What follows belongs to an exercise in optimizing a design on an open flow for small area; a production flow would make more cautious choices.
No functional check of the RTL was part of this run.
Power and IR drop assume default switching activity.

File: design/flow/sine256.hex
7ff
831
863
896
8c8
8fa
92b
95d
98e
9c0
9f1
a21
a51
a81
ab1
ae0
b0f
b3d
b6a
b98
bc4
bf0
c1c
c46
c71
c9a
cc3
ceb
d12
d38
d5e
d83
da7
dca
dec
e0d
e2e
e4d
e6c
e89
ea5
ec1
edb
ef5
f0d
f24
f3a
f4f
f63
f75
f87
f97
fa6
fb4
fc1
fcd
fd7
fe0
fe8
fef
ff5
ff9
ffc
ffe
fff
ffe
ffc
ff9
ff5
fef
fe8
fe0
fd7
fcd
fc1
fb4
fa6
f97
f87
f75
f63
f4f
f3a
f24
f0d
ef5
edb
ec1
ea5
e89
e6c
e4d
e2e
e0d
dec
dca
da7
d83
d5e
d38
d12
ceb
cc3
c9a
c71
c46
c1c
bf0
bc4
b98
b6a
b3d
b0f
ae0
ab1
a81
a51
a21
9f1
9c0
98e
95d
92b
8fa
8c8
896
863
831
7ff
7cd
79b
768
736
704
6d3
6a1
670
63e
60d
5dd
5ad
57d
54d
51e
4ef
4c1
494
466
43a
40e
3e2
3b8
38d
364
33b
313
2ec
2c6
2a0
27b
257
234
212
1f1
1d0
1b1
192
175
159
13d
123
109
0f1
0da
0c4
0af
09b
089
077
067
058
04a
03d
031
027
01e
016
00f
009
005
002
000
000
000
002
005
009
00f
016
01e
027
031
03d
04a
058
067
077
089
09b
0af
0c4
0da
0f1
109
123
13d
159
175
192
1b1
1d0
1f1
212
234
257
27b
2a0
2c6
2ec
313
33b
364
38d
3b8
3e2
40e
43a
466
494
4c1
4ef
51e
54d
57d
5ad
5dd
60d
63e
670
6a1
6d3
704
736
768
79b
7cd
File: design/flow/run.sh
#!/bin/bash
# synth_recipe.tcl (not shown) runs the flow's synth.tcl, then flattens the netlist and writes it again
# the make line also repeats each setting of config.mk as NAME=value (left out here)
make -C /OpenROAD-flow-scripts/flow DESIGN_CONFIG=/design/flow/config.mk WORK_HOME=/design/flow/orfs CLKGATE_MAP_FILE= SYNTH_SCRIPT=/design/flow/synth_recipe.tcl finish
File: design/flow/config.mk
export PLATFORM = sky130hd
export DESIGN_NAME = audio_generator_12b_unsigned
export DESIGN_NICKNAME = audio_generator_12b_unsigned
export VERILOG_FILES = /design/flow/design.v
export SDC_FILE = /design/flow/constraint.sdc
export NUM_CORES = 8
export LEC_CHECK = 0
export ABC_AREA = 1
export CAP_MARGIN = 20
export CORE_MARGIN = 2
export CORE_UTILIZATION = 40
export SLEW_MARGIN = 20
File: design/flow/constraint.sdc
create_clock -name core_clock -period 20.0 [get_ports {Clock}]
set_input_delay 4.0000 -clock core_clock [delete_from_list [all_inputs] [get_ports {Clock}]]
set_output_delay 4.0000 -clock core_clock [all_outputs]
set_load 0.01 [all_outputs]
File: design/flow/design.v
module rom256x12 (
	address,
	clock,
	q);
	input	[7:0]  address;
	input	  clock;
	output	[11:0]  q;
	reg [11:0] mem [0:255];
	initial $readmemh("sine256.hex", mem);
	reg [7:0] address_reg;
	always @(posedge clock)
		address_reg <= address;
	assign q = mem[address_reg];
endmodule
module audio_generator_12b_unsigned (Clock, nStart, Select, Out);
	input Clock, nStart;
	input 	   [11:0] Select;
	output reg [11:0] Out;
	parameter C    = 32'd22474, C_sh = 32'd23810, D    = 32'd25225, D_sh = 32'd26726, E    = 32'd28315, F = 32'd29999, 
			  F_sh = 32'd31782, G    = 32'd33673, G_sh = 32'd35674, A    = 32'd37796, A_sh = 32'd40043, B = 32'd42424;
	reg [3:0] sum;
	integer i;
	always@(*)
	begin
		sum = 0;
		for (i = 0; i < 12; i = i + 1)
			sum = sum + Select[i];
	end
	wire signed [11:0] amplitude [11:0];
	waveform_generator_12b W1  (Clock, nStart, C,    amplitude[0]);
	waveform_generator_12b W2  (Clock, nStart, C_sh, amplitude[1]);
	waveform_generator_12b W3  (Clock, nStart, D,    amplitude[2]);
	waveform_generator_12b W4  (Clock, nStart, D_sh, amplitude[3]);
	waveform_generator_12b W5  (Clock, nStart, E,    amplitude[4]);
	waveform_generator_12b W6  (Clock, nStart, F,    amplitude[5]);
	waveform_generator_12b W7  (Clock, nStart, F_sh, amplitude[6]);
	waveform_generator_12b W8  (Clock, nStart, G,    amplitude[7]);
	waveform_generator_12b W9  (Clock, nStart, G_sh, amplitude[8]);
	waveform_generator_12b W10 (Clock, nStart, A,    amplitude[9]);
	waveform_generator_12b W11 (Clock, nStart, A_sh, amplitude[10]);
	waveform_generator_12b W12 (Clock, nStart, B,    amplitude[11]);
	reg signed [31:0] amplitude_sum;
	integer j;
	always@(posedge Clock)
	begin
		amplitude_sum = 0;
		for (j = 0; j < 12; j = j + 1)
		begin
			if (Select[j]) amplitude_sum = amplitude_sum + amplitude[j];
		end
		if (sum != 0) Out <= amplitude_sum >>> 1;
		else Out <= 0;
	end
endmodule
module waveform_generator_12b (Clock, nStart, phase_increment, amplitude);
	input Clock, nStart;
	input [31:0] phase_increment;
	output signed [31:0] amplitude;
	wire [31:0] phase_angle;
	numerically_controlled_oscillator_12b N1 (Clock, nStart, phase_increment, phase_angle);
	rom256x12 U1 (phase_angle[31:20], Clock, amplitude);
endmodule
module numerically_controlled_oscillator_12b (Clock, nStart, phase_increment, phase_angle);
	input Clock, nStart;
	input [31:0] phase_increment;
	output reg [31:0] phase_angle;
	always@(posedge Clock, negedge nStart)
		if (!nStart)
			phase_angle <= 0;
		else
			phase_angle <= phase_angle + phase_increment;
endmodule
==> metrics.yaml <==
drtIter0Drc: 11900
ys_seq_elements: 482
clock.fmax_mhz: 61.9
grt_util_met2_pct: 54.2
drive_gt1_share_pct: 3.94
clockRootBuffer: "clkbuf_16"
finish.cell_count_without_fillers: 11000
via_per_inst: 6.43
multi_input_area_mm2: 0.0393
synth_xor_area_share_pct: 5.32
drv_cap: 0
setup_viol: 0
holdPathStages: 1
die_width_um: 380
synth_top_family_by_area: "simple AND/OR/NAND/NOR gates"
start_util_pct: 40.2
r2r_slack_ns: 7.59
routabilityCongestion: 1.06
antenna_found_initial: 8
yosys.area_share.simple_pct: 28.4
drtAntennaViolNets: 0
rsz0062_at_grt: "false"
ys.warnings.count: 5
final_common_cell: "nand2_1"
postSynthCellCount: 9209
regArea_mm2: 0.0113
power_leakage_uw: 0.0284
skew_ns: 0.0407
r2r-end: "Out[11]"
io_buffers: 25
dp_cells: 10900
cts.clk_slew.worst_paths_ns: 0.06
gr-total-overflow: 0
grt_start_max_net_pins: 94
cts_buffers: 59
met1_usage_pct: 47.7
holdCritPathClass: "reg2reg"
yosysSeqAreaShare_pct: 19.9
drt-total-wl_um: 274000
worst_pin_slew_ns: 1.22
hpwl_um: 203000
regToRegStartpoint: "amplitude[1][1]"
ctsHoldBuffers: 0
syn2layout_area_growth_pct: 7.39
final_cell_mix: "nand2_1, nor2_1, inv_1, o21ai_0, a21oi_1"
synth_compound_area_share_pct: 28.0
required_ns: 20.60
arrival_ns: 16.75
grtUsageTotal_pct: 36.1
cpPeakStageDelay_ns: 0.93
min-delay-start: "W12.N1.phase_angle[3]"
critPathMaxFanout: 15
peakVddDrop_mv: 0.0836
layout.nets: 9377
hold_violations: 0
cts_max_level: 2
cts_setup_buffers: 0
timing.slew.headroom_pct: 18.3
synth_area_per_cell_um2: 6.15
crit_type: "in2reg"
synth_edf_count: 0
top_usage_layer: "met2"
met3_usage_pct: 9.97
synth_flop_cell: "dfrtp_1"
fillers: 15300
powerDensity_mw_per_mm2: 42.9
cts_tree: "done"
syn-num-nets: 9558
tns_ns: 0
die_h_um: 380
grt_pass1_vias: 66200
drt-wirelength-per-cell_um: 25.0
synthAdderAreaFrac_pct: 7.62
status: "timing/DRC/antenna clean"
core_mm2: 0.141
hold_end: "W12.N1.phase_angle[3]"
drc: 0
synth.mux.area_fraction_pct: 0
vias: 70500
clk_latency_ns: 0.70
synth_cell_types: 80
fp-row-count: 138
ff2ff_path_depth: 79
drt_first_pass_iters: 12
fin_util_pct: 43.1
grt_first_pass_wirelength_um: 414000
clk_path_buf_depth: 3
maxSlewViolCount: 0
clkSinkCount: 482
critical_path.startpoint_type: "primary input"
endpoint_kind: "flop"
period_share_pct: 80.7
synthArstFlopShare_pct: 67.6
period_needed_ns: 16.15
crit_slowest_cell: "clkdlybuf4s50_1"
pin_count: 26
netlist_area_mm2: 0.0567
cts_resized: 0
fp.dieArea_mm2: 0.145
crit_path_frequent_cell: "nand2_1"
==> sequential cells by signal (all words and copies together), names as in the netlist <==
signal,cells
W3.N1.phase_angle,28
W5.N1.phase_angle,28
Out,12
W9.N1.phase_angle,27
W7.N1.phase_angle,27
W1.N1.phase_angle,27
W1.U1.q,12
W12.N1.phase_angle,25
amplitude,132
W4.N1.phase_angle,27
W6.N1.phase_angle,28
W10.N1.phase_angle,26
W8.N1.phase_angle,28
W11.N1.phase_angle,28
W2.N1.phase_angle,27
==> area by class of cell <==
class / count / share of cell area (%)
diodes: 3 / 0.0123
clock buffers: 76 / 2.71
clock inverters: 35 / 0.730
inverters: 1214 / 7.49
multi-input cells: 7114 / 64.6
flip-flops and latches: 482 / 18.5
well taps: 1890 / 3.89
repair buffers: 157 / 2.08
==> kinds of logic (layout without fill, tap and decap cells) <==
family / count (synthesis) / in the layout
and+or+nand+nor: 3872 / 3872
AOI/OAI and AO/OA: 2563 / 2563
other: 0 / 3
buffers and inverters: 1613 / 1482
DFF: 482 / 482
adders and majority gates: 335 / 335
xor gates and xnor gates: 344 / 344
==> routing by layer <==
metal | vias to the layer above | part of all wire (%)
met2 | 5624 | 41
met5 | - | 0.015
met3 | 1362 | 13
met1 | 32400 | 40
met4 | 6 | 6.2
li1 | 31200 | -
==> power by group <==
part | total (µW) | switching (µW) | internal [µW]
logic | 473 | 292 | 181
clock network | 1150 | 488 | 658
registers | 990 | 6.33 | 984
==> worst max path at each step <==
stage,from,to,slack (ns)
2_1_floorplan,Select[0],Out[11],5.74
3_3_place_gp,Select[0],Out[11],3.22
3_5_place_dp,Select[0],Out[11],3.30
4_1_cts,Select[0],Out[11],3.98
5_1_grt,Select[0],Out[11],2.37
6_report,Select[0],Out[11],3.85
==> worst max-delay path: cells and delay by family <==
family | cells | cell delay [ns]
buffers and inverters | 10 | 1.61
AND/OR/NAND/NOR | 37 | 4.05
XOR/XNOR | 4 | 0.65
AO/OA/AOI/OAI | 18 | 2.94
adder cells (fa/ha/maj) | 11 | 3.40
==> synth_stat cells, types with 41 or more instances <==
library cell  instances  area [µm²]
nor2_1             1250        4690
xor2_1              258        2260
o221ai_1             78         683
a211oi_1             44         330
o211ai_1            131         983
o311ai_0             85         744
nand4_1              78         488
o21ai_0             820        4100
o2111ai_1            67         587
nand3_1             521        2610
o31ai_1              69         518
a21oi_1             651        3260
ha_1                318        3980
a221oi_1             62         543
clkbuf_1            325        1220
dfrtp_1             326        8160
inv_1              1163        4370
buf_1                47         176
a31oi_1             136         851
nor3_1              164         821
dfxtp_1             156        3120
nand2_1            1708        6410
clkinv_1             41         154
xnor2_1              86         753
o22ai_1             117         732
==> metrics by stage <==
| stage | power [µW] | hold slack, ns | cell area (µm²) | setup WS, ns |
|---|---|---|---|---|
| 2_1_floorplan | 1340 | 0.397 | 56700 | 5.74 |
| 3_5_place_dp | 1480 | 0.417 | 58700 | 3.30 |
| 4_1_cts | 2650 | 0.425 | 60800 | 3.98 |
| 5_1_grt | 2750 | 0.440 | 60900 | 2.37 |
| 6_report | 2610 | 0.421 | 60900 | 3.85 |
| 3_3_place_gp | 1480 | 0.416 | 58700 | 3.22 |

[port drivers added, routing unchanged]
No port has a modelled driver above. Below, the same layout with a new extraction and two added sets of constraints. Step 1 assumes that a clkbuf_16 drives the clock port and a buf_2 every other input. Step 2 moves the port delays by t, midway between the first and last clock arrival at a register: inputs arrive t later, outputs are due t later. That takes back most of the time a late clock gives input paths. Three values: no drivers, after step 1, after step 2; two values: the first two.
shift t [ns]: 0.748
setup WS [ns]: 3.850 / 3.840 / 3.092
latest minus earliest clock arrival (ns): 0.043 / 0.043
After both steps this run still meets setup and hold. The setup slack of this run moves by -0.010 ns with the drivers and by -0.758 ns with both steps.
